Source: an optimization exercise on an open RTL-to-GDS flow (aim: small area). Production flows keep margins and buffers that such runs may drop. In this exercise RTL edits were held to simulation tests only and were not proved equivalent to the original. No activity file was given, so power comes from the tool's default toggle rates.

**flow/flow/run.sh**
```bash
#!/bin/bash
# Own layout flow: the standard ORFS flow (standard.sh) with these changes:
#  - synthesis maps the logic with area-oriented ABC scripts (see synth.tcl)
#    instead of ORFS's delay-oriented one; everything else in synthesis,
#    including register mapping and naming, is the standard flow's synthesis script;
#  - every port gets the smallest buffer (buf_1) rather than the default;
#  - the clock tree is built from clkbuf_8 alone, without dummy loads.
# Each step's full output goes to its own log in this folder.
set -euo pipefail
W=$(pwd)
F=$W/flow
export MY_ABC_SEEDS="1 2 3 4 5 6"
export MY_ABC_SECONDS=40
export BUFFER_PORTS_ARGS="-buffer_cell sky130_fd_sc_hd__buf_1"
# clock tree: clkbuf_8 only, no dummy load cells
export CTS_ARGS="-sink_clustering_enable -repair_clock_nets -dont_use_dummy_load -buf_list sky130_fd_sc_hd__clkbuf_8"
ARGS=(SYNTH_SCRIPT=$F/synth.tcl "BUFFER_PORTS_ARGS=$BUFFER_PORTS_ARGS")
bash standard.sh "${ARGS[@]}" synth > synth.log 2>&1
bash standard.sh "${ARGS[@]}" finish > layout.log 2>&1
```
**flow/flow/synth.tcl**
```tcl
# The standard flow's synthesis script (synth_recipe.tcl), with ABC's delay-oriented
# mapping replaced by an area-oriented one: ABC's deep synthesis (&deepsyn)
# followed by area mapping (amap), tried with several random seeds; the
# smallest result is kept. Register mapping and naming are untouched.
proc synth {args} { yosys synth -nofsm -noshare {*}$args }
proc chip_area {} {
  set lib_args {}
  foreach lib $::env(LIB_FILES) { lappend lib_args -liberty $lib }
  set s [tee -q -s result.string stat {*}$lib_args]
  regexp {Chip area for module '[^']*': ([0-9.]+)} $s -> area
  return $area
}
proc abc {args} {
  set i [lsearch -exact $args -script]
  design -save pre_abc
  set best ""
  foreach seed $::env(MY_ABC_SEEDS) {
    set script $::env(RESULTS_DIR)/area_abc_$seed.script
    set f [open $script w]
    puts $f "strash\n&get -n\n&deepsyn -T $::env(MY_ABC_SECONDS) -S $seed\n&put\ndch -f\namap\ntopo"
    close $f
    design -load pre_abc
    lset args [expr {$i + 1}] $script
    yosys abc {*}$args
    set area [chip_area]
    puts "area-oriented ABC, seed $seed: chip area $area"
    if { $best eq "" || $area < $best } {
      set best $area
      design -save best_abc
    }
  }
  design -load best_abc
  puts "area-oriented ABC: kept chip area $best"
}
source $::env(SCRIPTS_DIR)/synth.tcl
# left out here: clear keep_hierarchy, flatten, clean up, hide names made inside functions, write 1_2_yosys.v
```
**flow/standard.sh**
```bash
#!/bin/bash
# synth_recipe.tcl (not shown) runs the flow's synth.tcl, then flattens the netlist and writes it again
# the make line also repeats each setting of config.mk as NAME=value (left out here)
make -C /OpenROAD-flow-scripts/flow DESIGN_CONFIG=/design/flow/config.mk WORK_HOME=/design/flow/orfs CLKGATE_MAP_FILE= SYNTH_SCRIPT=/design/flow/synth_recipe.tcl "${@:-finish}"
```
**flow/config.mk**
```make
export PLATFORM = sky130hd
export DESIGN_NAME = c_top
export DESIGN_NICKNAME = c_top
export VERILOG_FILES = /design/flow/design.v
export SDC_FILE = /design/flow/constraint.sdc
export NUM_CORES = 4
export LEC_CHECK = 0
export CAP_MARGIN = 20
export CORE_MARGIN = 2
export CORE_UTILIZATION = 40
export GPL_TIMING_DRIVEN = 0
export SLEW_MARGIN = 20
```
**flow/constraint.sdc**
```tcl
create_clock -name core_clock -period 10.0 [get_ports {clk}]
set_input_delay 2.0000 -clock core_clock [delete_from_list [all_inputs] [get_ports {clk}]]
set_output_delay 2.0000 -clock core_clock [all_outputs]
set_load 0.01 [all_outputs]
```
**flow/design.v**
```verilog
module c_decode (
    input  logic [31:0] inst,
    input  logic        pc,
    output logic        next_comp16,
    output logic [31:0] compressed_inst_out
);
    logic [15:0] c;
    logic [2:0]  f3;
    logic [4:0]  rd, rs2, rdp, rs1p;
    logic [11:0] imm6;
    logic [19:0] jimm;
    logic [11:0] bimm;
    logic [31:0] x;
    localparam logic [31:0] NOP = 32'h0000_0013;
    assign c    = pc ? inst[31:16] : inst[15:0];
    assign f3   = c[15:13];
    assign rd   = c[11:7];
    assign rs2  = c[6:2];
    assign rdp  = {2'b01, c[4:2]};
    assign rs1p = {2'b01, c[9:7]};
    assign imm6 = {{7{c[12]}}, c[6:2]};
    assign jimm = {{9{c[12]}}, c[8], c[10:9], c[6], c[7], c[2], c[11], c[5:3], 1'b0};
    assign bimm = {{4{c[12]}}, c[6:5], c[2], c[11:10], c[4:3], 1'b0};
    assign next_comp16 = (c != 16'h0) & (c[1:0] != 2'b11);
    always_comb begin
        x = NOP;
        casez (c[1:0])
        2'b00: case (f3)
            3'b000: x = {c[10:7], c[12:11], c[5], c[6], 4'b0, 5'h02, 3'b000, rdp, 7'b0010011};
            3'b010: x = {5'b0, c[5], c[12:10], c[6], 2'b0, rs1p, 3'b010, rdp, 7'b0000011};
            3'b110: x = {5'b0, c[5], c[12], rdp, rs1p, 3'b010, c[11:10], c[6], 2'b0, 7'b0100011};
            default: x = NOP;
            endcase
        2'b?1: case (f3)
            3'b000: x = (rd == 5'b0) ? NOP : {imm6, rd, 3'b000, rd, 7'b0010011};
            3'b001: x = {jimm[19], jimm[9:0], jimm[10], jimm[18:11], 5'h01, 7'b1101111};
            3'b010: x = {imm6, 5'h00, 3'b000, rd, 7'b0010011};
            3'b011: x = (rd == 5'h02) ? {{11{c[12]}}, c[4:3], c[5], c[2], c[6], 4'b0, 5'h02, 7'b0110111}
                                      : {{3{c[12]}}, c[6:2], 12'b0, rd, 7'b0110111};
            3'b100: case (c[11:10])
                2'b00: x = {7'b0000000, c[6:2], rs1p, 3'b101, rs1p, 7'b0010011};
                2'b01: x = {7'b0100000, c[6:2], rs1p, 3'b101, rs1p, 7'b0010011};
                2'b10: x = {imm6, rs1p, 3'b111, rs1p, 7'b0010011};
                2'b11: case (c[6:5])
                    2'b00: x = {7'b0100000, rdp, rs1p, 3'b000, rs1p, 7'b0110011};
                    2'b01: x = {7'b0000000, rdp, rs1p, 3'b100, rs1p, 7'b0110011};
                    2'b10: x = {7'b0000000, rdp, rs1p, 3'b110, rs1p, 7'b0110011};
                    2'b11: x = {7'b0000000, rdp, rs1p, 3'b111, rs1p, 7'b0110011};
                    endcase
                endcase
            3'b101: x = {jimm[19], jimm[9:0], jimm[10], jimm[18:11], 5'h00, 7'b1101111};
            3'b110: x = {bimm[11], bimm[9:4], 5'h00, rs1p, 3'b000, bimm[3:0], bimm[10], 7'b1100011};
            3'b111: x = {bimm[11], bimm[9:4], 5'h00, rs1p, 3'b001, bimm[3:0], bimm[10], 7'b1100011};
            endcase
        2'b10: case (f3)
            3'b000: x = {7'b0, c[6:2], rd, 3'b001, rd, 7'b0010011};
            3'b010: x = {4'b0, c[3:2], c[12], c[6:4], 2'b0, 5'h02, 3'b010, rd, 7'b0000011};
            3'b100: if (!c[12]) x = (rs2 == 5'h0 && rd != 5'h0) ? {12'h0, rd, 3'b000, 5'h00, 7'b1100111}
                                                               : {7'b0, rs2, 5'h00, 3'b000, rd, 7'b0110011};
                    else if (rs2 == 5'h0) x = (rd == 5'h0) ? 32'h0010_0073 : {12'h0, rd, 3'b000, 5'h01, 7'b1100111};
                    else x = {7'b0, rs2, rd, 3'b000, rd, 7'b0110011};
            3'b110: x = {4'b0, c[8:7], c[12], rs2, 5'h02, 3'b010, c[11:9], 2'b0, 7'b0100011};
            default: x = NOP;
            endcase
        endcase
    end
    assign compressed_inst_out = next_comp16 ? x : inst;
endmodule
module c_misalign (
    input   logic           clk,
    input   logic           reset,
    input   logic           sel_for_branch,
    input   logic   [31:0]  inst_in,
    output  logic           st_s0,
    output  logic           st_s1,
    output  logic   [29:0]  split_inst
);
    logic [15:0] conc_lo;
    logic [13:0] conc_hi;
    logic        mis_d;
    logic [13:0] upper;
    logic        st_a, st_b;        
    logic        is_mis, s2;
    assign is_mis     = inst_in[17] & inst_in[16];
    assign st_s1      = st_a;
    assign st_s0      = ~st_a & ~st_b;
    assign s2         = ~st_a & st_b;
    assign split_inst = {conc_lo, upper};
    always_ff @(posedge clk) begin
        conc_lo <= inst_in[15:0];
        conc_hi <= inst_in[31:18];
        mis_d   <= is_mis;
        if (!(st_a & st_b)) upper <= conc_hi;
    end
    always_ff @(posedge clk) begin
        if (reset) begin
            st_a <= 1'b0;
            st_b <= 1'b0;
        end else begin
            st_a <= (st_s0 & is_mis) | (s2 & ~sel_for_branch & mis_d);
            st_b <= (st_a & ~sel_for_branch) | (s2 & ~sel_for_branch & mis_d);
        end
    end
endmodule
module c_top(
    input   logic           clk,
    input   logic           reset_i,
    input   logic   [31:0]  pc_i,
    input   logic   [31:0]  instr_i,
    input   logic           br_taken_i,
    output  logic   [31:0]  pc_realigned_o,
    output  logic           pc_half_o,
    output  logic           stall_o,
    output  logic   [31:0]  instr_o
);
    logic        s0, s1;
    logic [29:0] split_inst;
    logic        comp16;
    logic [31:0] expanded;
    c_misalign misalign (
        .clk            (clk),
        .reset          (reset_i),
        .sel_for_branch (br_taken_i),
        .inst_in        (instr_i),
        .st_s0          (s0),
        .st_s1          (s1),
        .split_inst     (split_inst)
    );
    c_decode decode (
        .inst                (instr_i),
        .pc                  (pc_i[1]),
        .next_comp16         (comp16),
        .compressed_inst_out (expanded)
    );
    assign stall_o        = s1;
    logic [31:1] carry;
    assign pc_realigned_o[0] = pc_i[0];
    genvar i;
    for (i = 1; i < 31; i++) begin : g_inc
        logic co;
        assign {co, pc_realigned_o[i]} = pc_i[i] + carry[i];
        if (i != 15) assign carry[i+1] = co;
    end
    assign carry[1]  = s1;
    assign carry[16] = s1 & (&pc_i[15:1]);
    assign pc_realigned_o[31] = pc_i[31] ^ carry[31];
    assign pc_half_o      = s0 & comp16;
    assign instr_o        = s0 ? expanded : s1 ? 32'h0000_0013 : {split_inst, 2'b11};
endmodule
```
==> results.json, run 1 <==
{
  "yosys-top-cells-area": "dfxtp_1, edfxtp_1, ha_1",
  "postLayoutCoreUtil_pct": 51.3,
  "synthMuxAreaShare_pct": 0,
  "clock-sinks": 47,
  "start_util_pct": 41.2,
  "drtIter0Drc": 308,
  "synth.largest_area_cell": "dfxtp_1",
  "nFillCells": 695,
  "ys_warn_count": 2,
  "dieArea_um2": 7650,
  "r2r_setup_slack_ps": 8510,
  "cts-resized-gates": 0,
  "portBuffers": 131,
  "synth.most_common_cell": "nor2_1",
  "power_density_nw_per_um2": 131,
  "post-place-ws_ps": 356,
  "grt_max_degree": 31,
  "cpMostUsedCell": "nor2_1",
  "synth_common_cells": "nor2_1, dfxtp_1, clkinv_1, ha_1, o21ai_0",
  "antenna_found_initial": 0,
  "wire_per_inst_um": 21.2,
  "critPathSlowestCell": "buf_1",
  "synth_fa_ha_area_share_pct": 13.0,
  "grt_usage_pct": 29.1,
  "slew_headroom_pct": 25.8,
  "synth_fp_nets": 414,
  "synth_top_area_share_pct": 23.7,
  "place.gp.congestion": 0.948,
  "critPathRequiredTime_ps": 8000,
  "grt.overflow.total": 0,
  "post-cts-setup-buffer-count": 0,
  "synthArstFlopShare_pct": 0,
  "cpPeakStageDelay_ps": 800,
  "skew_ps": 22.5,
  "hold_violations": 0,
  "antennaDiodeCount": 0,
  "vias": 3328,
  "first_global_vias": 3151,
  "cts_tree": "built",
  "area_growth_pct": 24.4,
  "cp_cell_sequence": "buf_1, clkinvlp_4, o22ai_1, nor2_1, a21oi_1, nand2_1, nor2_1, clkinv_1, nor2_1, clkinv_1, nor2_1, clkinv_1, nor2_1, clkinv_1, o2111ai_1, buf_1",
  "path_max_fanout": 19,
  "viasPerCell": 6.23,
  "syn-cell-area_um2": 2790,
  "die_width_um": 87.5,
  "peakVddDrop_uv": 80.7,
  "rows": 30,
  "hold_buffers": 0,
  "dp_hpwl_um": 8640,
  "final.min_clock_period_ps": 9720,
  "routed_wl_um": 11300,
  "dpl.cell_count": 529,
  "drc": 0,
  "clockRootBuffer": "clkbuf_8",
  "io_pins": 133,
  "p_total_uw": 456,
  "synth_ff_type": "dfxtp_1",
  "cap_violations": 0,
  "finalNetCount": 552,
  "synth_compound_area_share_pct": 29.3,
  "tightest_slew_ps": 1110,
  "yosysSeqAreaShare_pct": 38.8,
  "dpl-instance-area_um2": 3390,
  "die_h_um": 87.5,
  "synth_seq_cells": 47,
  "final_area_um2": 3470,
  "final_cells": 534,
  "syn_inst": 318,
  "post-route-period-util_pct": 97.2,
  "yosys.area_share.simple_pct": 14.3,
  "setup_slack_ps": 280,
  "drive_gt1_share_pct": 1.98,
  "max_freq_ghz": 0.103,
  "synth_xor_area_share_pct": 0,
  "drv_slew": 0,
  "timing.hold.ws_ps": 394,
  "p_leak_nw": 1.27,
  "hp-class": "reg -> reg",
  "synth_top_family_by_area": "compound AO/OA/AOI/OAI gates",
  "drtPass1Iterations": 5,
  "synth_cell_types": 39,
  "clk_pin_slew_worst_paths_ps": 90,
  "criticalPathCategory": "in -> out",
  "avgSynthCellArea_um2": 8.76,
  "grt_pass1_wl_um": 16700,
  "setup_tns_ps": 0,
  "crit_arrival_ps": 7720,
  "clock_latency_ps": 310,
  "setup_viol": 0,
  "end_kind": "output pin",
  "core_um2": 6760,
  "rsz0062_at_grt": "no",
  "synth_edf_count": 14,
  "start_kind": "input port",
  "numCtsBuffers": 5,
  "clk_path_buf_depth": 2,
  "htreeDepth": 2,
  "antenna_left": 0,
  "outcome": "timing/DRC/antenna clean"
}
==> final cells by class <==
type / count / area (µm²) / area share [%]
multi-input combinational: 238 / 1590 / 46.0
sequential: 47 / 1080 / 31.2
buffer: 1 / 7.51 / 0.217
tap: 80 / 100 / 2.89
clock buffer: 5 / 68.8 / 1.99
inverter: 32 / 124 / 3.57
timing repair buffer: 131 / 492 / 14.2
==> flip-flops by register name, summed over array words and instances (netlist names) <==
name / count
misalign.upper: 14
misalign.conc_lo: 16
misalign.conc_hi: 14
misalign.st_b: 1
misalign.st_a: 1
misalign.mis_d: 1
==> power by group <==
part / switching, mW / internal [mW]
registers: 0.00317 / 0.206
logic: 0.0982 / 0.0452
clock network: 0.0583 / 0.0452
total: 0.160 / 0.296
==> worst paths after layout <==
check | cells after the start | end | from
setup / recovery | 16 | instr_o[19] | pc_i[1]
hold / removal | 0 | misalign.upper[7] | misalign.conc_hi[7]
setup reg to reg | 1 | misalign.upper[1] | misalign.st_a
hold reg to reg | 0 | misalign.upper[7] | misalign.conc_hi[7]
==> critical path, delay by kind of cell <==
| kind | cells | cell delay, ps |
|---|---|---|
| buffers and inverters | 7 | 2740 |
| AO/OA/AOI/OAI | 3 | 1110 |
| AND/OR/NAND/NOR | 6 | 1840 |
==> per-layer routing <==
metal  global-route usage, %  up-vias  part of all wire [%]
met1                    37.8     1572                    42
met2                    48.3      206                    46
li1                        -     1513                     -
met5                       0        -                     0
met4                    10.5        0                   3.2
met3                    5.31       37                   8.3
==> cell families after synthesis <==
group,count (synthesis)
AOI/OAI and AO/OA,117
adders and majority gates,29
buffers and inverters,33
DFF,47
and+or+nand+nor,92
==> placed cells by master (no fill, tap or decap), drive strengths merged, types with 2 or more instances in the layout <==
master	count
edfxtp	14
o211ai	4
clkinv	31
o22ai	18
nor2b	2
a31oi	3
a22o	3
dfxtp	33
or2	3
nand3	2
nand4	7
o21ai	23
a221oi	14
nor3	7
o221ai	9
a211oi	2
a221o	2
nor2	50
nor4	2
clkbuf	5
a22oi	8
a21oi	16
a211o	2
o2111ai	2
ha	29
nand2	17
buf	132
==> inputs of run 2 (changes only) <==
--- a/flow/config.mk
+++ b/flow/config.mk
@@ -9,4 +9,5 @@
 export CORE_MARGIN = 2
 export CORE_UTILIZATION = 40
 export GPL_TIMING_DRIVEN = 0
+export SETUP_SLACK_MARGIN = 0.3
 export SLEW_MARGIN = 20
==> run 2 against run 1 <==
- largest cell class unchanged
- highest routed layer unchanged
- die area unchanged
- sequential share of layout area decreased by 0.21 points
- combinational power about the same
==> results.json, run 2 <==
{
  "yosys-top-cells-area": "dfxtp_1, edfxtp_1, ha_1",
  "rsz0062_at_grt": "no",
  "synth_seq_cells": 47,
  "synth_cell_types": 39,
  "drive_gt1_share_pct": 2.84,
  "slew_headroom_pct": 29.1,
  "core_um2": 6760,
  "grt_pass1_wl_um": 16700,
  "dpl-instance-area_um2": 3390,
  "die_width_um": 87.5,
  "ys_warn_count": 2,
  "largest_reg_flops": 16,
  "nFillCells": 694,
  "grt.overflow.total": 0,
  "vias": 3301,
  "synth_ff_type": "dfxtp_1",
  "place.gp.congestion": 0.948,
  "synth_fp_nets": 414,
  "hold_buffers": 0,
  "clk_pin_slew_worst_paths_ps": 90,
  "grt_usage_pct": 29.1,
  "setup_viol": 0,
  "final_area_um2": 3490,
  "numCtsBuffers": 5,
  "avgSynthCellArea_um2": 8.76,
  "cts_tree": "built",
  "routed_wl_um": 11200,
  "drtIter0Drc": 284,
  "syn-cell-area_um2": 2790,
  "crit_arrival_ps": 7100,
  "die_h_um": 87.5,
  "syn_inst": 318,
  "htreeDepth": 2,
  "hold_violations": 0,
  "io_pins": 133,
  "clockRootBuffer": "clkbuf_8",
  "dp_hpwl_um": 8640,
  "antennaDiodeCount": 0,
  "finalNetCount": 555,
  "start_util_pct": 41.2,
  "cp_cell_sequence": "clkbuf_2, clkinvlp_4, buf_4, buf_4, o22ai_1, nand4_1, nor2_1, a21oi_1, nand2_1, nor2_1, clkinv_1, nor2_1, clkinv_1, nor2_1, clkinv_1, nor2_1, clkinv_1, o2111ai_1, buf_1",
  "max_freq_ghz": 0.110,
  "synth_edf_count": 14,
  "first_global_vias": 3151,
  "outcome": "timing/DRC/antenna clean",
  "critPathRequiredTime_ps": 8000,
  "p_leak_nw": 1.29,
  "power_density_nw_per_um2": 131,
  "clock_latency_ps": 310,
  "rows": 30,
  "start_kind": "input port",
  "cpPeakStageDelay_ps": 640,
  "synthArstFlopShare_pct": 0,
  "cap_violations": 0,
  "portBuffers": 131,
  "top_register": "misalign.conc_lo",
  "postLayoutCoreUtil_pct": 51.6,
  "wire_per_inst_um": 20.9,
  "grt_max_degree": 31,
  "critPathSlowestCell": "nor2_1",
  "skew_ps": 24.1,
  "synth.most_common_cell": "nor2_1",
  "antenna_found_initial": 0,
  "synth_common_cells": "nor2_1, dfxtp_1, clkinv_1, ha_1, o21ai_0",
  "synth_top_area_share_pct": 23.7,
  "final_cell_mix": "buf_1, nor2_1, dfxtp_1",
  "largest_registers": "misalign.conc_lo x16, misalign.conc_hi x14, misalign.upper x14",
  "final.min_clock_period_ps": 9100,
  "synth.largest_area_cell": "dfxtp_1",
  "drtPass1Iterations": 5,
  "antenna_left": 0,
  "area_growth_pct": 25.2,
  "post-route-period-util_pct": 91.0,
  "dieArea_um2": 7650,
  "hp-class": "reg -> reg",
  "yosysSeqAreaShare_pct": 38.8,
  "end_kind": "output pin",
  "drc": 0,
  "tightest_slew_ps": 1060,
  "path_max_fanout": 19,
  "final_common_cell": "buf_1",
  "clock-sinks": 47,
  "peakVddDrop_uv": 80.6,
  "cpMostUsedCell": "nor2_1",
  "drv_slew": 0,
  "clk_path_buf_depth": 2,
  "viasPerCell": 6.15,
  "criticalPathCategory": "in -> out"
}
[run 2: cell type report]
type                       instances  area (µm²)  share of cell area, %
sequential                        47        1080                   31.0
timing repair buffer             134         515                   14.8
clock buffer                       5        68.8                   1.97
buffer                             1        7.51                  0.215
multi-input combinational        238        1590                   45.6
inverter                          32         124                   3.55
tap                               80         100                   2.87
[run 2: timing repair]
action / 4_1_cts / 5_1_grt
gates resized for setup: 0 / 3
hold endpoints to repair: 0 / 0
setup buffers: 0 / 3
endpoints found under the setup margin: 0 / 19
[run 2: final timing paths]
| kind | startpoint | to | slack, ps | cells past startpoint |
|---|---|---|---|---|
| hold reg to reg | misalign.conc_hi[7] | misalign.upper[7] | 390 | 0 |
| setup / recovery | pc_i[1] | instr_o[19] | 900 | 19 |
| setup reg to reg | misalign.st_a | misalign.upper[1] | 8520 | 1 |
| hold / removal | misalign.conc_hi[7] | misalign.upper[7] | 390 | 0 |
[run 2: routing by layer]
metal / GRT usage (%) / wire length, µm / vias to the layer above / share of wire, %
li1: - / - / 1522 / -
met1: 37.8 / 4790 / 1564 / 43
met2: 48.3 / 5250 / 182 / 47
met3: 5.31 / 855 / 33 / 7.6
met4: 10.5 / 344 / 0 / 3.1
met5: 0 / 0 / - / 0
[run 2: per-stage QoR]
stage | setup slack, ps | power [mW] | TNS [ps] | hold slack [ps] | std cells
3_3_place_gp | -90.3 | 0.353 | -213 | 386 | 529
3_5_place_dp | 356 | 0.353 | 0 | 390 | 529
4_1_cts | 336 | 0.456 | 0 | 405 | 534
5_1_grt | 728 | 0.479 | 0 | 412 | 537
6_report | 899 | 0.458 | 0 | 394 | 537
2_1_floorplan | 2990 | 0.292 | 0 | 386 | 318
[run 2: report_power, final]
| group | internal, mW | total [mW] | switching [mW] | leakage (nW) |
|---|---|---|---|---|
| Sequential | 0.206 | 0.209 | 0.00315 | 0.426 |
| Combinational | 0.0460 | 0.144 | 0.0980 | 0.828 |
| Clock | 0.0452 | 0.106 | 0.0603 | 0.0359 |
[run 2: critical path: cells and delay by family]
family	cells	cell delay (ps)
AOI/OAI and AO/OA	3	830
buffers and inverters	9	2040
and+or+nand+nor	7	2180
[run 2: kinds of logic (layout without fill, tap and decap cells)]
family,Yosys count,after routing,synth area share (%)
AOI/OAI and AO/OA,117,117,29.3
adders and majority gates,29,29,13.0
buffers and inverters,33,172,4.58
DFF,47,47,38.8
and+or+nand+nor,92,92,14.3
==> inputs of run 3 (changes only) <==
--- a/flow/config.mk
+++ b/flow/config.mk
@@ -7,7 +7,8 @@
 export LEC_CHECK = 0
 export CAP_MARGIN = 20
 export CORE_MARGIN = 2
-export CORE_UTILIZATION = 40
+export CORE_UTILIZATION = 55
 export GPL_TIMING_DRIVEN = 0
+export PLACE_DENSITY = 0.7
 export SETUP_SLACK_MARGIN = 0.3
 export SLEW_MARGIN = 20
==> run 3 against run 2 <==
- still clean on timing, DRC and antenna
- register-to-register slack worse by 20 ps
- first-iteration DRC count is 58% higher
- synthesized cell count stayed put
- worst setup slack worse by 570 ps
- fmax is 5.9% lower
- via count is 3.0% higher
- final cell count is 2.6% lower
- largest power group unchanged
==> results.json, run 3 <==
{
  "drive_gt1_share_pct": 2.41,
  "clkPwrFrac_pct": 23.1,
  "antenna_left": 0,
  "synth_cell_types": 39,
  "multi_input_area_um2": 1580,
  "hp-class": "reg -> reg",
  "avgSynthCellArea_um2": 8.76,
  "htreeDepth": 2,
  "cpPeakStageDelay_ps": 820,
  "p_total_uw": 457,
  "cell_internal_pwr_uw": 297,
  "rows": 25,
  "critPathRequiredTime_ps": 8000,
  "grt_usage_pct": 37.9,
  "syn-cell-area_um2": 2790,
  "end_kind": "output pin",
  "dieArea_um2": 5650,
  "io_pins": 133,
  "max_freq_ghz": 0.103,
  "cp_cell_sequence": "buf_1, clkinvlp_4, o22ai_1, nor2_1, a21oi_1, nand2_1, nor2_1, clkinv_1, nor2_1, clkinv_1, nor2_1, clkinv_1, nor2_1, clkinv_1, o2111ai_1, buf_1",
  "hold_violations": 0,
  "nFillCells": 413,
  "synth.largest_area_cell": "dfxtp_1",
  "path_max_fanout": 19,
  "routed_wl_um": 10500,
  "grt_max_degree": 20,
  "outcome": "timing/DRC/antenna clean",
  "clockRootBuffer": "clkbuf_8",
  "largest_registers": "misalign.conc_lo x16, misalign.conc_hi x14, misalign.upper x14",
  "finalNetCount": 554,
  "wire_per_inst_um": 20.0,
  "numCtsBuffers": 5,
  "swShare_pct": 35.1,
  "rsz0062_at_grt": "no",
  "synth_fa_ha_area_share_pct": 13.0,
  "synth_common_cells": "nor2_1, dfxtp_1, clkinv_1, ha_1, o21ai_0",
  "synth_top_family_by_area": "compound AO/OA/AOI/OAI gates",
  "yosysSeqAreaShare_pct": 38.8,
  "final.min_clock_period_ps": 9670,
  "synth_seq_cells": 47,
  "largest_reg_flops": 16,
  "dp_hpwl_um": 8060,
  "portBuffers": 131,
  "cpMostUsedCell": "nor2_1",
  "vias": 3401,
  "start_util_pct": 57.8,
  "final_area_um2": 3470,
  "seq_power_share_pct": 45.7,
  "viasPerCell": 6.50,
  "grt.overflow.total": 0,
  "drc": 0,
  "synth_ff_type": "dfxtp_1",
  "syn_inst": 318,
  "start_kind": "input port",
  "timing.hold.ws_ps": 411,
  "cap_violations": 0,
  "synth_edf_count": 14,
  "clock_latency_ps": 320,
  "slew_headroom_pct": 23.4,
  "synth_xor_area_share_pct": 0,
  "drv_slew": 0,
  "die_h_um": 75.2,
  "die_width_um": 75.2,
  "clk_path_buf_depth": 2,
  "antennaDiodeCount": 0,
  "area_growth_pct": 24.5,
  "final_cells": 523,
  "synth_fp_nets": 414,
  "grt_pass1_wl_um": 15800,
  "criticalPathCategory": "in -> out",
  "synthMuxAreaShare_pct": 0,
  "power_frac_comb_pct": 31.1,
  "ys_warn_count": 2,
  "place.gp.congestion": 1.07,
  "synth_compound_area_share_pct": 29.3,
  "yosys.area_share.simple_pct": 14.3,
  "peakVddDrop_uv": 102,
  "clk_pin_slew_worst_paths_ps": 80,
  "synthArstFlopShare_pct": 0,
  "regArea_um2": 1080,
  "top_register": "misalign.conc_lo",
  "crit_arrival_ps": 7670,
  "drtPass1Iterations": 5,
  "dpl.cell_count": 518,
  "setup_slack_ps": 331,
  "post-cts-setup-buffer-count": 0,
  "cts_tree": "built",
  "clock-sinks": 47,
  "core_um2": 4820,
  "drtIter0Drc": 449,
  "hold_buffers": 0,
  "switchingPower_uw": 160,
  "postLayoutCoreUtil_pct": 72.0,
  "setup_tns_ps": 0,
  "power_density_nw_per_um2": 132,
  "p_leak_nw": 1.29,
  "setup_viol": 0,
  "final_cell_mix": "buf_1, nor2_1, dfxtp_1",
  "dpl-instance-area_um2": 3400,
  "skew_ps": 17.2,
  "yosys-top-cells-area": "dfxtp_1, edfxtp_1, ha_1",
  "synth.most_common_cell": "nor2_1",
  "final_common_cell": "buf_1",
  "post-route-period-util_pct": 96.7,
  "synth_top_area_share_pct": 23.7,
  "post-place-ws_ps": 562,
  "antenna_found_initial": 0,
  "first_global_vias": 3261,
  "tightest_slew_ps": 1150,
  "critPathSlowestCell": "buf_1"
}
## run 3: cell counts after synthesis
Identical to the previous run, type by type.
## run 3: final timing paths
path / start / endpoint / slack (ps) / depth (start not counted)
worst max-delay path: pc_i[1] / instr_o[19] / 330 / 16
worst min-delay path: misalign.conc_hi[13] / misalign.upper[13] / 410 / 0
worst max register to register: misalign.st_a / misalign.st_a / 8500 / 3
worst min register to register: misalign.conc_hi[13] / misalign.upper[13] / 410 / 0
## run 3: cells by family after synthesis
kind of cell	count (synthesis)
adders and majority gates	29
AOI/OAI and AO/OA	117
DFF	47
buffers and inverters	33
and+or+nand+nor	92
## run 3: routing by layer
metal	track usage, %	share of wire (%)
met4	17.0	2.9
met3	10.0	11
met1	47.0	38
met2	61.9	47
met5	0	0
## run 3: area by class of cell
type,count,share of cell area [%]
tap,67,2.42
multi-input combinational,238,45.6
timing repair buffer,133,15.0
clock buffer,5,1.98
sequential,47,31.2
buffer,1,0.216
inverter,32,3.57
## run 3: power by group through the flow
| stage | Clock [mW] | Combinational, mW | Sequential, mW |
|---|---|---|---|
| finish | 0.106 | 0.142 | 0.209 |
| global route | 0.112 | 0.153 | 0.210 |
| CTS | 0.106 | 0.138 | 0.209 |
| detailed placement | 0 | 0.137 | 0.213 |
| global placement | 0 | 0.134 | 0.213 |
| floorplan | 0 | 0.0802 | 0.212 |
## run 3: worst max-delay path: cells and delay by family
kind                   cells  cell delay, ps
and+or+nand+nor            6            1760
buffers and inverters      7            2730
AOI/OAI and AO/OA          3            1140
## run 3: timing repair
item	CTS	global route
gates resized for setup	0	1
hold endpoints to repair	0	0
setup endpoints to repair	0	6
==> inputs of run 4 (changes only) <==
==> flow/config.mk (replaced) <==
export PLATFORM = sky130hd
export DESIGN_NAME = c_top
export DESIGN_NICKNAME = c_top
export VERILOG_FILES = /design/flow/design.v
export SDC_FILE = /design/flow/constraint.sdc
export NUM_CORES = 4
export LEC_CHECK = 0
export CAP_MARGIN = 5
export CORE_MARGIN = 2
export CORE_UTILIZATION = 40
export GPL_TIMING_DRIVEN = 0
export SETUP_SLACK_MARGIN = 0.3
export SLEW_MARGIN = 5
==> run 4 against run 3 <==
- still clean on timing, DRC and antenna
- utilization is 20 points lower
- critical path depth is 2 higher
- flip-flop and latch count stayed put
- wire length is 8.3% higher
- worst setup slack better by 780 ps
- via count is 3.3% lower
- final area is 1.2% higher
- sequential share of layout area is 0.36 points lower
- synthesized cell count stayed put
- sequential power hardly changed
- largest cell class unchanged
==> results.json, run 4 <==
{
  "grt_max_degree": 20,
  "max_freq_ghz": 0.112,
  "drtIter0Drc": 287,
  "final_cell_mix": "buf_1, nor2_1, dfxtp_1",
  "tightest_slew_ps": 1090,
  "hold_buffers": 0,
  "outcome": "timing/DRC/antenna clean",
  "syn-cell-area_um2": 2790,
  "synth_cell_types": 39,
  "end_kind": "output pin",
  "die_h_um": 87.5,
  "cpMostUsedCell": "nor2_1",
  "final_common_cell": "buf_1",
  "nFillCells": 710,
  "routed_wl_um": 11300,
  "clockRootBuffer": "clkbuf_8",
  "yosysSeqAreaShare_pct": 38.8,
  "crit_arrival_ps": 6890,
  "critPathRequiredTime_ps": 8000,
  "wire_per_inst_um": 21.0,
  "yosys-top-cells-area": "dfxtp_1, edfxtp_1, ha_1",
  "final.min_clock_period_ps": 8890,
  "finalNetCount": 557,
  "setup_tns_ps": 0,
  "synth.largest_area_cell": "dfxtp_1",
  "p_leak_nw": 1.30,
  "final_area_um2": 3510,
  "dieArea_um2": 7650,
  "antenna_left": 0,
  "clk_pin_slew_worst_paths_ps": 80,
  "slew_headroom_pct": 27.6,
  "dp_hpwl_um": 8870,
  "post-route-period-util_pct": 88.9,
  "io_pins": 133,
  "multi_input_area_um2": 1580,
  "grt_pass1_wl_um": 17000,
  "die_width_um": 87.5,
  "largest_registers": "misalign.conc_lo x16, misalign.conc_hi x14, misalign.upper x14",
  "core_um2": 6760,
  "p_total_uw": 459,
  "antennaDiodeCount": 0,
  "power_density_nw_per_um2": 131,
  "setup_viol": 0,
  "synth_seq_cells": 47,
  "cts_tree": "built",
  "start_util_pct": 41.2,
  "critPathSlowestCell": "nor2_1",
  "avgSynthCellArea_um2": 8.76,
  "drtPass1Iterations": 6,
  "first_global_vias": 3226,
  "synth_ff_type": "dfxtp_1",
  "drc": 0,
  "hp-class": "reg -> reg",
  "synth.most_common_cell": "nor2_1",
  "criticalPathCategory": "in -> out",
  "grt_usage_pct": 29.8,
  "syn_inst": 318,
  "drive_gt1_share_pct": 3.27,
  "dpl-instance-area_um2": 3410,
  "synth_edf_count": 14,
  "skew_ps": 19.7,
  "timing.hold.ws_ps": 400,
  "htreeDepth": 2,
  "largest_reg_flops": 16,
  "peakVddDrop_uv": 73.3,
  "cp_cell_sequence": "clkbuf_2, clkinvlp_4, buf_4, o22ai_1, nand4_1, nor2_1, a21oi_1, nand2_1, nor2_1, clkinv_1, nor2_1, clkinv_1, nor2_1, clkinv_1, nor2_1, clkinv_1, o211ai_1, buf_1",
  "viasPerCell": 6.10,
  "clk_path_buf_depth": 2,
  "area_growth_pct": 26.0,
  "path_max_fanout": 19,
  "numCtsBuffers": 5,
  "clock_latency_ps": 310,
  "ys_warn_count": 2,
  "place.gp.congestion": 0.948,
  "start_kind": "input port",
  "hold_violations": 0,
  "synth_common_cells": "nor2_1, dfxtp_1, clkinv_1, ha_1, o21ai_0",
  "clock-sinks": 47,
  "regArea_um2": 1080,
  "synth_fp_nets": 414,
  "top_register": "misalign.conc_lo",
  "synthArstFlopShare_pct": 0,
  "rsz0062_at_grt": "no",
  "antenna_found_initial": 0,
  "drv_slew": 0,
  "vias": 3288,
  "rows": 30,
  "cap_violations": 0,
  "grt.overflow.total": 0,
  "synth_top_area_share_pct": 23.7,
  "portBuffers": 131,
  "cpPeakStageDelay_ps": 590
}
## run 4: changes by cell type in the layout (fill, tap and decap cells not counted)
cell      before  now
buf_4          1    4
clkbuf_2       0    1
buf_1        131  130
## run 4: final timing paths
path,to,from,depth (start not counted),slack [ps]
setup / recovery,instr_o[31],pc_i[1],18,1110
hold reg to reg,misalign.upper[10],misalign.conc_hi[10],0,400
hold / removal,misalign.upper[10],misalign.conc_hi[10],0,400
setup reg to reg,misalign.st_a,misalign.st_a,4,8530
## run 4: what timing repair did
action,4_1_cts,5_1_grt
hold endpoints to repair,0,0
buffers inserted,0,3
endpoints found under the setup margin,0,21
resized for setup,0,3
## run 4: per-layer routing
metal	wire length [µm]	global-route usage, %	part of all wire, %	vias up
li1	-	-	-	1521
met1	5000	39.3	44	1574
met2	5240	48.2	46	168
met3	785	6.64	6.9	25
met4	297	10.2	2.6	0
met5	0	0	0	-
## run 4: cells by family (layout without fill, tap and decap cells)
kind of cell / Yosys count / after routing / synth area share (%)
flip-flops: 47 / 47 / 38.8
AND/OR/NAND/NOR: 92 / 92 / 14.3
adder cells (fa/ha/maj): 29 / 29 / 13.0
AO/OA/AOI/OAI: 117 / 117 / 29.3
buffers and inverters: 33 / 174 / 4.58
## run 4: area by class of cell
class,instances,share of cell area (%)
Sequential cell,47,30.8
Timing Repair Buffer,136,15.5
Multi-Input combinational cell,238,45.1
Buffer,1,0.214
Inverter,32,3.53
Clock buffer,5,1.96
Tap cell,80,2.85
## run 4: report_power, final
group | leakage, nW | internal [mW] | switching (mW)
logic | 0.841 | 0.0469 | 0.0980
registers | 0.426 | 0.206 | 0.00314
clock network | 0.0359 | 0.0452 | 0.0605
total | 1.30 | 0.298 | 0.162
## run 4: worst max-delay path: cells and delay by family
| kind | cells | cell delay (ps) |
|---|---|---|
| compound gates | 3 | 760 |
| simple gates | 7 | 2130 |
| buf+inv | 8 | 1990 |
## run 4: stage by stage
step / instances / worst slack (ps) / utilization (%)
after floorplan: 318 / 2990 / -
after global placement: 529 / -90.3 / 50.0
after detailed placement: 531 / 411 / 50.5
after CTS: 536 / 394 / 51.5
after global routing: 539 / 722 / 51.9
final: 539 / 1110 / 51.9
==> inputs of run 5 (changes only) <==
--- a/flow/flow/run.sh
+++ b/flow/flow/run.sh
@@ -9,7 +9,7 @@
 set -euo pipefail
 W=$(pwd)
 F=$W/flow
-export MY_ABC_SEEDS="1 2 3 4 5 6"
+export MY_ABC_SEEDS="1 2 3 4 5 6 7 8 9 10"
 export MY_ABC_SECONDS=40
 export BUFFER_PORTS_ARGS="-buffer_cell sky130_fd_sc_hd__buf_1"
 # clock tree: clkbuf_8 only, no dummy load cells
==> flow/config.mk (replaced) <==
export PLATFORM = sky130hd
export DESIGN_NAME = c_top
export DESIGN_NICKNAME = c_top
export VERILOG_FILES = /design/flow/design.v
export SDC_FILE = /design/flow/constraint.sdc
export NUM_CORES = 4
export LEC_CHECK = 0
export CAP_MARGIN = 20
export CORE_MARGIN = 2
export CORE_UTILIZATION = 40
export GPL_TIMING_DRIVEN = 0
export SETUP_SLACK_MARGIN = 0.2
export SLEW_MARGIN = 20
==> run 5 against run 4 <==
- power shrank 0.20%
- sequential power barely moved
- register-to-register slack about the same
- wire length decreased by 0.73%
- worst setup slack worse by 670 ps
- combinational power about the same
- flip-flop and latch count stayed put
- fmax fell by 7.0%
- clock skew rose by 4.4 ps
- non-clock buffer count down 2
- clock power barely moved
- critical endpoint is now instr_o[19]
==> results.json, run 5 <==
{
  "drv_slew": 0,
  "final.min_clock_period_ps": 9560,
  "slew_headroom_pct": 29.1,
  "cp-startpoint": "pc_i[1]",
  "antenna_left": 0,
  "path_max_fanout": 19,
  "dieArea_um2": 7650,
  "drc": 0,
  "peakVddDrop_uv": 80.6,
  "start_util_pct": 41.2,
  "start_kind": "input port",
  "synth_compound_area_share_pct": 29.3,
  "grt.overflow.total": 0,
  "largest_registers": "misalign.conc_lo x16, misalign.conc_hi x14, misalign.upper x14",
  "area_growth_pct": 25.4,
  "max_freq_ghz": 0.105,
  "yosys-top-cells-area": "dfxtp_1, edfxtp_1, ha_1",
  "hold_violations": 0,
  "synth_cell_types": 39,
  "syn-cell-area_um2": 2790,
  "crit_arrival_ps": 7560,
  "synth_fa_ha_area_share_pct": 13.0,
  "synth_xor_area_share_pct": 0,
  "grt_pass1_wl_um": 16700,
  "synth.largest_area_cell": "dfxtp_1",
  "ys_warn_count": 2,
  "io_pins": 133,
  "post-route-period-util_pct": 95.6,
  "synth_ff_type": "dfxtp_1",
  "post-place-ws_ps": 356,
  "cpMostUsedCell": "nor2_1",
  "criticalPathCategory": "in -> out",
  "synthMuxAreaShare_pct": 0,
  "synth_common_cells": "nor2_1, dfxtp_1, clkinv_1, ha_1, o21ai_0",
  "hold_buffers": 0,
  "rsz0062_at_grt": "no",
  "dp_hpwl_um": 8640,
  "portBuffers": 131,
  "multi_input_area_um2": 1590,
  "regArea_um2": 1080,
  "place.gp.congestion": 0.948,
  "synth_edf_count": 14,
  "cpPeakStageDelay_ps": 660,
  "largest_reg_flops": 16,
  "outcome": "timing/DRC/antenna clean",
  "top_register": "misalign.conc_lo",
  "critPathBufInv": 9,
  "hp-start": "misalign.conc_hi[7]",
  "synth.most_common_cell": "nor2_1",
  "grt_usage_pct": 29.1,
  "setup_viol": 0,
  "die_width_um": 87.5,
  "skew_ps": 24.1,
  "p_leak_nw": 1.29,
  "yosys.area_share.simple_pct": 14.3,
  "cap_violations": 0,
  "clk_pin_slew_worst_paths_ps": 90,
  "final_cell_mix": "buf_1, nor2_1, dfxtp_1",
  "drtPass1Iterations": 5,
  "antennaDiodeCount": 0,
  "final_common_cell": "buf_1",
  "critPathRequiredTime_ps": 8000,
  "synth_top_family_by_area": "compound AO/OA/AOI/OAI gates",
  "hp-class": "reg -> reg",
  "viasPerCell": 6.15,
  "grt_max_degree": 31,
  "routed_wl_um": 11200,
  "avgSynthCellArea_um2": 8.76,
  "postLayoutCoreUtil_pct": 51.7,
  "first_global_vias": 3151,
  "core_um2": 6760,
  "antenna_found_initial": 0,
  "r2r_start": "misalign.st_a",
  "clockRootBuffer": "clkbuf_8",
  "power_density_nw_per_um2": 131,
  "cts_tree": "built",
  "die_h_um": 87.5,
  "synth_fp_nets": 414,
  "p_total_uw": 459,
  "nFillCells": 693,
  "end_kind": "output pin",
  "clk_path_buf_depth": 2,
  "synthArstFlopShare_pct": 0,
  "wire_per_inst_um": 20.9,
  "synth_top_area_share_pct": 23.7,
  "synth_seq_cells": 47,
  "critPathSlowestCell": "clkdlybuf4s15_1",
  "finalNetCount": 555,
  "vias": 3301,
  "numCtsBuffers": 5,
  "crit_family": "buffers and inverters",
  "cp_cell_sequence": "clkdlybuf4s15_1, clkinvlp_4, buf_4, buf_4, o22ai_1, nand4_1, nor2_1, a21oi_1, nand2_1, nor2_1, clkinv_1, nor2_1, clkinv_1, nor2_1, clkinv_1, nor2_1, clkinv_1, o2111ai_1, buf_1",
  "rows": 30,
  "clock-sinks": 47,
  "tightest_slew_ps": 1060,
  "setup_slack_ps": 437,
  "drtIter0Drc": 284,
  "clock_latency_ps": 310,
  "yosysSeqAreaShare_pct": 38.8,
  "drive_gt1_share_pct": 2.63,
  "htreeDepth": 2,
  "syn_inst": 318,
  "timing.hold.ws_ps": 394
}
## run 5: cell count changes in the layout (fill, tap and decap cells not counted), sizes merged
cell           previous run  this run
clkbuf                    6         5
buf                     136       134
clkdlybuf4s15             0         1
## run 5: path summary, 6_finish.rpt
kind	end	slack [ps]	cells past startpoint
max reg2reg	misalign.upper[1]	8520	1
min reg2reg	misalign.upper[7]	390	0
min	misalign.upper[7]	390	0
max	instr_o[19]	440	19
## run 5: through the flow
step	cells	setup TNS, ps	instance area, µm²
global placement	529	-213	3380
finish	537	0	3490
floorplan	318	0	2790
CTS	534	0	3460
detailed placement	529	0	3390
global route	537	0	3490
## run 5: cell families (layout without fill, tap and decap cells)
kind of cell,after synthesis,in the layout
compound gates,117,117
simple gates,92,92
flops,47,47
buf+inv,33,172
fa+ha+maj,29,29
## run 5: timing repair
| action | in CTS | in global routing |
|---|---|---|
| buffers inserted | 0 | 3 |
| endpoints found under the setup margin | 0 | 17 |
| resized for setup | 0 | 2 |
## run 5: metal layers
metal  share of wire, %  vias up  wire length (µm)  track usage [%]
met3                7.6       33               855             5.31
met5                  0        -                 0                0
met1                 43     1564              4800             37.8
met2                 47      182              5250             48.3
li1                   -     1522                 -                -
met4                3.1        0               344             10.5
## run 5: layout make-up
type | instances | area share (%)
inverters | 32 | 3.54
plain buffers | 1 | 0.215
flip-flops and latches | 47 | 30.9
clock buffers | 5 | 1.97
repair buffers | 134 | 14.9
well taps | 80 | 2.86
multi-input cells | 238 | 45.6
## run 5: where the power goes
group / switching [mW] / total, mW / internal (mW)
Combinational: 0.0981 / 0.144 / 0.0461
Clock: 0.0603 / 0.106 / 0.0452
Sequential: 0.00315 / 0.209 / 0.206
Total: 0.162 / 0.459 / 0.297
==> inputs of run 6 (changes only) <==
--- a/flow/flow/run.sh
+++ b/flow/flow/run.sh
@@ -9,7 +9,7 @@
 set -euo pipefail
 W=$(pwd)
 F=$W/flow
-export MY_ABC_SEEDS="1 2 3 4 5 6 7 8 9 10"
+export MY_ABC_SEEDS="1 2 3 4 5"
 export MY_ABC_SECONDS=40
 export BUFFER_PORTS_ARGS="-buffer_cell sky130_fd_sc_hd__buf_1"
 # clock tree: clkbuf_8 only, no dummy load cells
==> flow/flow/synth.tcl (replaced) <==
# The standard flow's synthesis script (synth_recipe.tcl), with ABC's delay-oriented
# mapping replaced by an area-oriented one: ABC's deep synthesis (&deepsyn)
# followed by area mapping (amap), with and without structural choices,
# tried with several random seeds; the smallest result is kept. Register
# mapping and naming are untouched.
proc synth {args} { yosys synth -nofsm -noshare {*}$args }
proc chip_area {} {
  set lib_args {}
  foreach lib $::env(LIB_FILES) { lappend lib_args -liberty $lib }
  set s [tee -q -s result.string stat {*}$lib_args]
  regexp {Chip area for module '[^']*': ([0-9.]+)} $s -> area
  return $area
}
proc abc {args} {
  set i [lsearch -exact $args -script]
  design -save pre_abc
  set best ""
  foreach seed $::env(MY_ABC_SEEDS) {
  foreach choices {0 1} {
    # with choices: structural choices (dch) before mapping; without: map
    # deepsyn's network as it is
    set script $::env(RESULTS_DIR)/area_abc_${seed}_$choices.script
    set f [open $script w]
    set map [expr {$choices ? "dch -f\namap" : "amap"}]
    puts $f "strash\n&get -n\n&deepsyn -T $::env(MY_ABC_SECONDS) -S $seed\n&put\n$map\ntopo"
    close $f
    design -load pre_abc
    lset args [expr {$i + 1}] $script
    yosys abc {*}$args
    set area [chip_area]
    puts "area-oriented ABC, seed $seed, choices $choices: chip area $area"
    if { $best eq "" || $area < $best } {
      set best $area
      design -save best_abc
    }
  }
  }
  design -load best_abc
  puts "area-oriented ABC: kept chip area $best"
}
source $::env(SCRIPTS_DIR)/synth.tcl
# left out here: clear keep_hierarchy, flatten, clean up, hide names made inside functions, write 1_2_yosys.v
--- a/flow/config.mk
+++ b/flow/config.mk
@@ -9,5 +9,5 @@
 export CORE_MARGIN = 2
 export CORE_UTILIZATION = 40
 export GPL_TIMING_DRIVEN = 0
-export SETUP_SLACK_MARGIN = 0.2
+export SETUP_SLACK_MARGIN = 0.3
 export SLEW_MARGIN = 20
==> run 6 against run 5 <==
- global-route usage fell by 1.3 points
- critical path type unchanged
- final area down 1.3%
- utilization decreased by 0.36 points
- clock skew decreased by 9.0 ps
- sequential power about the same
- power fell by 0.35%
- critical endpoint is now instr_o[7]
- count of clock-buffer cells in the layout stayed put
==> results.json, run 6 <==
{
  "clockRootBuffer": "clkbuf_8",
  "dieArea_um2": 7560,
  "antenna_left": 0,
  "cts_tree": "built",
  "tightest_slew_ps": 857,
  "path_max_fanout": 19,
  "synth_top_area_share_pct": 24.0,
  "synth.largest_area_cell": "dfxtp_1",
  "critPathSlowestCell": "o22ai_1",
  "drv_slew": 0,
  "final.min_clock_period_ps": 9190,
  "drive_gt1_share_pct": 2.95,
  "drtPass1Iterations": 5,
  "vias": 3188,
  "htreeDepth": 2,
  "routed_wl_um": 10800,
  "clock-sinks": 47,
  "yosysSeqAreaShare_pct": 39.3,
  "synth_seq_cells": 47,
  "start_util_pct": 41.0,
  "top_register": "misalign.conc_lo",
  "cap_violations": 0,
  "rows": 30,
  "io_pins": 133,
  "drc": 0,
  "largest_registers": "misalign.conc_lo x16, misalign.conc_hi x14, misalign.upper x14",
  "die_width_um": 87.0,
  "clk_path_buf_depth": 2,
  "portBuffers": 131,
  "dp_hpwl_um": 8310,
  "antennaDiodeCount": 0,
  "avgSynthCellArea_um2": 9.03,
  "cpPeakStageDelay_ps": 600,
  "drtIter0Drc": 286,
  "final_common_cell": "buf_1",
  "setup_viol": 0,
  "grt_max_degree": 31,
  "yosys-top-cells-area": "dfxtp_1, edfxtp_1, ha_1",
  "outcome": "timing/DRC/antenna clean",
  "start_kind": "input port",
  "grt_pass1_wl_um": 16100,
  "dpl-instance-area_um2": 3360,
  "clock_latency_ps": 300,
  "synthArstFlopShare_pct": 0,
  "synth_ff_type": "dfxtp_1",
  "ys_warn_count": 2,
  "largest_reg_flops": 16,
  "post-route-period-util_pct": 91.9,
  "syn-cell-area_um2": 2750,
  "post-cts-setup-buffer-count": 0,
  "die_h_um": 87.0,
  "viasPerCell": 6.12,
  "core_um2": 6720,
  "p_total_uw": 457,
  "place.gp.congestion": 0.965,
  "final_cell_mix": "buf_1, nor2_1, clkinv_1",
  "peakVddDrop_uv": 70.0,
  "skew_ps": 15.2,
  "synth_fp_nets": 401,
  "rsz0062_at_grt": "no",
  "first_global_vias": 2983,
  "reg2reg_depth": 3,
  "synth_cell_types": 35,
  "cp_cell_sequence": "clkbuf_2, clkinv_2, o22ai_1, clkinv_1, nor2_1, nand4_1, clkinv_1, a32oi_1, nand2_1, clkinv_1, nand2_1, nor3_1, nand2_1, nand2_1, o211ai_1, clkinv_1, o22ai_1, o21ai_0, nor2_1, o21ai_0, o211ai_1, buf_1",
  "end_kind": "output pin",
  "finalNetCount": 539,
  "hp-class": "reg -> reg",
  "numCtsBuffers": 5,
  "final_area_um2": 3450,
  "clk_pin_slew_worst_paths_ps": 80,
  "worstHoldPathCells": 0,
  "grt.overflow.total": 0,
  "syn_inst": 305,
  "critPathRequiredTime_ps": 8000,
  "synth.most_common_cell": "nor2_1",
  "synth_common_cells": "nor2_1, clkinv_1, dfxtp_1, ha_1, o21ai_0",
  "criticalPathCategory": "in -> out",
  "wire_per_inst_um": 20.7,
  "max_freq_ghz": 0.109,
  "p_leak_nw": 1.27,
  "nFillCells": 694,
  "area_growth_pct": 25.3,
  "synth_edf_count": 14,
  "hold_violations": 0,
  "grt_usage_pct": 27.8,
  "crit_arrival_ps": 7190,
  "power_density_nw_per_um2": 132,
  "antenna_found_initial": 0,
  "slew_headroom_pct": 42.1
}
## run 6: area by class of cell
cell class	instances	area [µm²]	area share [%]
multi-input combinational	220	1560	45.2
clock buffer	5	68.8	1.99
timing repair buffer	131	493	14.3
tap	80	100	2.90
sequential	47	1080	31.3
buffer	1	7.51	0.218
inverter	37	140	4.06
## run 6: what timing repair did
action,in CTS,in global routing
resized for setup,2,4
hold buffers,0,0
pin swaps,0,0
setup endpoints to repair,4,4
## run 6: path summary, 6_finish.rpt
kind / start / to / slack (ps)
max reg2reg: misalign.st_a / misalign.st_a / 8540
min: misalign.conc_hi[3] / misalign.upper[3] / 410
min reg2reg: misalign.conc_hi[3] / misalign.upper[3] / 410
max: pc_i[1] / instr_o[7] / 810
## run 6: per-layer routing
metal / global-route usage (%) / share of wire [%]
met1: 37.4 / 43
met2: 46.8 / 48
met3: 4.55 / 7.7
met4: 6.25 / 1.0
met5: 0 / 0
## run 6: where the power goes
| part | switching (mW) | internal (mW) | leakage, nW |
|---|---|---|---|
| sequential | 0.00313 | 0.206 | 0.426 |
| combinational | 0.0969 | 0.0463 | 0.806 |
| clock | 0.0597 | 0.0452 | 0.0359 |
## run 6: worst max-delay path, delay by kind of cell
family	cells	cell delay, ps
compound gates	7	1630
simple gates	8	1710
buf+inv	7	1830
## run 6: kinds of logic (layout without fill, tap and decap cells)
| family | count (synthesis) | count (layout) | synth area share, % |
|---|---|---|---|
| buffers and inverters | 38 | 174 | 5.32 |
| DFF | 47 | 47 | 39.3 |
| AOI/OAI and AO/OA | 107 | 107 | 28.7 |
| and+or+nand+nor | 84 | 84 | 13.5 |
| adders and majority gates | 29 | 29 | 13.2 |
## run 6: through the flow
stage / TNS, ps / hold slack [ps] / cells / setup WS (ps) / util [%]
finish: 0 / 409 / 521 / 807 / 51.4
global route: 0 / 421 / 521 / 412 / 51.4
CTS: 0 / 402 / 521 / 301 / 51.2
detailed placement: -49.3 / 393 / 516 / -49.3 / 50.0
global placement: -702 / 386 / 516 / -209 / 49.8
floorplan: 0 / 386 / 305 / 2910 / -
==> inputs of run 7 (changes only) <==
--- a/flow/flow/run.sh
+++ b/flow/flow/run.sh
@@ -9,7 +9,7 @@
 set -euo pipefail
 W=$(pwd)
 F=$W/flow
-export MY_ABC_SEEDS="1 2 3 4 5"
+export MY_ABC_SEEDS="1 2 3 4 5 6 7 8"
 export MY_ABC_SECONDS=40
 export BUFFER_PORTS_ARGS="-buffer_cell sky130_fd_sc_hd__buf_1"
 # clock tree: clkbuf_8 only, no dummy load cells
==> run 7 against run 6 <==
- still clean
- worst setup slack worse by 100 ps
- fmax fell by 1.1%
- clock power barely moved
- die area grew 0.35%
- utilization shrank 0.14 points
- combinational power hardly changed
- critical endpoint unchanged
- largest power group unchanged
- highest routed layer unchanged
==> results.json, run 7 <==
{
  "outcome": "timing/DRC/antenna clean",
  "power_density_nw_per_um2": 131,
  "reg2reg_depth": 5,
  "synthArstFlopShare_pct": 0,
  "clock_latency_ps": 300,
  "whs_endpoint": "misalign.upper[0]",
  "timing.hold.ws_ps": 406,
  "cts_tree": "built",
  "antenna_found_initial": 0,
  "synth.largest_area_cell": "dfxtp_1",
  "nFillCells": 695,
  "core_um2": 6760,
  "post-place-ws_ps": -135,
  "wire_per_inst_um": 19.9,
  "end_kind": "output pin",
  "first_global_vias": 3001,
  "die_width_um": 87.1,
  "syn-cell-area_um2": 2760,
  "grt_pass1_wl_um": 15700,
  "grt_usage_pct": 27.0,
  "routed_wl_um": 10400,
  "largest_reg_flops": 16,
  "p_total_uw": 452,
  "io_pins": 133,
  "numCtsBuffers": 5,
  "yosysSeqAreaShare_pct": 39.1,
  "final_common_cell": "buf_1",
  "clk_path_buf_depth": 2,
  "r2r_end": "misalign.st_a",
  "start_util_pct": 40.9,
  "p_leak_nw": 1.27,
  "crit_arrival_ps": 7290,
  "path_max_fanout": 16,
  "syn_inst": 307,
  "hp-start": "misalign.conc_hi[0]",
  "r2r_start": "misalign.st_b",
  "die_h_um": 87.1,
  "setup_tns_ps": 0,
  "setup_viol": 0,
  "drtIter0Drc": 235,
  "yosys-top-cells-area": "dfxtp_1, edfxtp_1, ha_1",
  "hold_buffers": 0,
  "slew_headroom_pct": 37.8,
  "skew_ps": 8.57,
  "post-route-period-util_pct": 92.9,
  "drv_slew": 0,
  "vias": 3163,
  "tightest_slew_ps": 934,
  "antennaDiodeCount": 0,
  "synth_seq_cells": 47,
  "rows": 30,
  "synth_fp_nets": 403,
  "critPathRequiredTime_ps": 8000,
  "synth_ff_type": "dfxtp_1",
  "antenna_left": 0,
  "rsz0062_at_grt": "no",
  "portBuffers": 131,
  "synth_common_cells": "nor2_1, clkinv_1, dfxtp_1, ha_1, o21ai_0",
  "place.gp.congestion": 0.947,
  "worstHoldPathCells": 0,
  "drtPass1Iterations": 5,
  "cap_violations": 0,
  "htreeDepth": 2,
  "clockRootBuffer": "clkbuf_8",
  "drive_gt1_share_pct": 2.48,
  "drc": 0,
  "top_register": "misalign.conc_lo",
  "hold_violations": 0,
  "viasPerCell": 6.04,
  "area_growth_pct": 25.2,
  "dieArea_um2": 7590,
  "synth_top_area_share_pct": 23.9,
  "setup_slack_ps": 707,
  "synth.most_common_cell": "nor2_1",
  "synth_cell_types": 37,
  "clk_pin_slew_worst_paths_ps": 80,
  "max_freq_ghz": 0.108,
  "grt.overflow.total": 0,
  "dp_hpwl_um": 8010,
  "peakVddDrop_uv": 67.2,
  "final_cell_mix": "buf_1, nor2_1, clkinv_1",
  "hp-class": "reg -> reg",
  "synth_edf_count": 14,
  "avgSynthCellArea_um2": 9.00,
  "largest_registers": "misalign.conc_lo x16, misalign.conc_hi x14, misalign.upper x14",
  "clock-sinks": 47,
  "ys_warn_count": 2,
  "grt_max_degree": 31,
  "start_kind": "input port",
  "r2r_setup_slack_ps": 8440,
  "final.min_clock_period_ps": 9290,
  "finalNetCount": 542,
  "criticalPathCategory": "in -> out"
}
-- run 7: changes by cell type in the layout (fill, tap and decap cells not counted), moves of 3 or more --
| cell | before | now |
|---|---|---|
| nand2_1 | 17 | 9 |
| a21oi_1 | 3 | 10 |
| o211ai_1 | 7 | 3 |
| o21a_1 | 1 | 4 |
| o21ai_0 | 21 | 24 |
| o22ai_1 | 16 | 19 |
| o311ai_0 | 3 | 0 |
-- run 7: cell type report --
| cell class | count | area, µm² | share of cell area (%) |
|---|---|---|---|
| plain buffers | 1 | 7.51 | 0.217 |
| clock buffers | 5 | 68.8 | 1.99 |
| inverters | 35 | 133 | 3.83 |
| multi-input cells | 224 | 1560 | 45.2 |
| flip-flops and latches | 47 | 1080 | 31.2 |
| well taps | 80 | 100 | 2.89 |
| repair buffers | 132 | 507 | 14.6 |
-- run 7: worst max-delay path, stage by stage --
cell and delay, ps:
buf_1 400, buf_8 220, clkinv_2 260, o22ai_1 460, clkinv_1 320, nor2_1 250
nand4_1 220, nand4bb_1 290, o21ai_0 150, nor3_1 150, nand2_1 120, nor2_1 80
o21ai_0 120, o21a_1 230, nor2_1 130, nor2_1 280, clkinv_1 170, o21ai_0 140
clkinv_1 150, o22ai_1 250, o21ai_0 270, o31ai_1 410, buf_1 200
-- run 7: how the worst max path moves through the flow --
stage,from,to,slack (ps)
finish,pc_i[1],instr_o[7],710
global route,pc_i[1],instr_o[7],400
CTS,pc_i[1],instr_o[7],320
detailed placement,pc_i[1],instr_o[7],-130
global placement,pc_i[1],instr_o[7],-230
floorplan,pc_i[1],instr_o[7],2730
-- run 7: repair_timing --
| action | CTS | global route |
|---|---|---|
| gates resized for setup | 3 | 0 |
| endpoints found under the setup margin | 4 | 0 |
| buffers inserted | 0 | 0 |
-- run 7: routing by layer --
metal | track usage, % | up-vias | routed length [µm]
met2 | 44.9 | 167 | 4820
met1 | 35.4 | 1493 | 4530
met5 | 0 | - | 0
li1 | - | 1489 | -
met4 | 8.53 | 0 | 210
met3 | 5.12 | 14 | 842
-- run 7: kinds of logic (layout without fill, tap and decap cells) --
group / count (synthesis) / after routing / synth area share, %
flops: 47 / 47 / 39.1
fa+ha+maj: 29 / 29 / 13.1
buf+inv: 36 / 173 / 5.03
compound gates: 112 / 112 / 28.7
simple gates: 83 / 83 / 14.0
-- run 7: report_power, final --
group	switching [mW]	total (mW)	leakage, nW	internal [mW]
clock network	0.0586	0.104	0.0359	0.0452
registers	0.00321	0.209	0.426	0.206
logic	0.0944	0.140	0.808	0.0453
total	0.156	0.452	1.27	0.296
-- run 7: stage by stage --
step           utilization (%)  instances  cell area (µm²)
3_5_place_dp              49.8        518             3360
2_1_floorplan                -        307             2760
3_3_place_gp              49.7        518             3360
6_report                  51.2        524             3460
5_1_grt                   51.2        524             3460
4_1_cts                   51.0        523             3450

[afterwards: timing with drivers on the ports]
How much do the figures lean on ideal ports? The routed layouts below were timed once more, with nothing changed but the port constraints. Step 1 assumes that a clkbuf_16 drives the clock port and a buf_2 every other input. Step 2 times the ports against the registers' clock, not the clock port: input delays grow and output delays shrink by t, the midpoint of the rising clock arrivals with the driver on. a / b / c = ideal ports / drivers / drivers and shift; a / b = the first two.
run	shift t [ns]	setup slack, ns	hold slack, ns
run 1	0.325	0.280 / 0.245 / 0.245	0.394 / 0.394 / 0.394
run 2	0.330	0.899 / 0.875 / 0.875	0.394 / 0.394 / 0.394
run 3	0.338	0.331 / 0.298 / 0.298	0.411 / 0.411 / 0.411
run 4	0.329	1.110 / 1.087 / 1.087	0.400 / 0.400 / 0.400
run 5	0.330	0.437 / 0.411 / 0.411	0.394 / 0.394 / 0.394
run 6	0.330	0.807 / 0.784 / 0.784	0.409 / 0.409 / 0.409
run 7	0.323	0.707 / 0.683 / 0.683	0.406 / 0.406 / 0.406
After both steps every run listed still meets setup and hold. The setup slack of run 1, which loses most, moves by -0.035 ns with the drivers and by -0.035 ns with both steps.
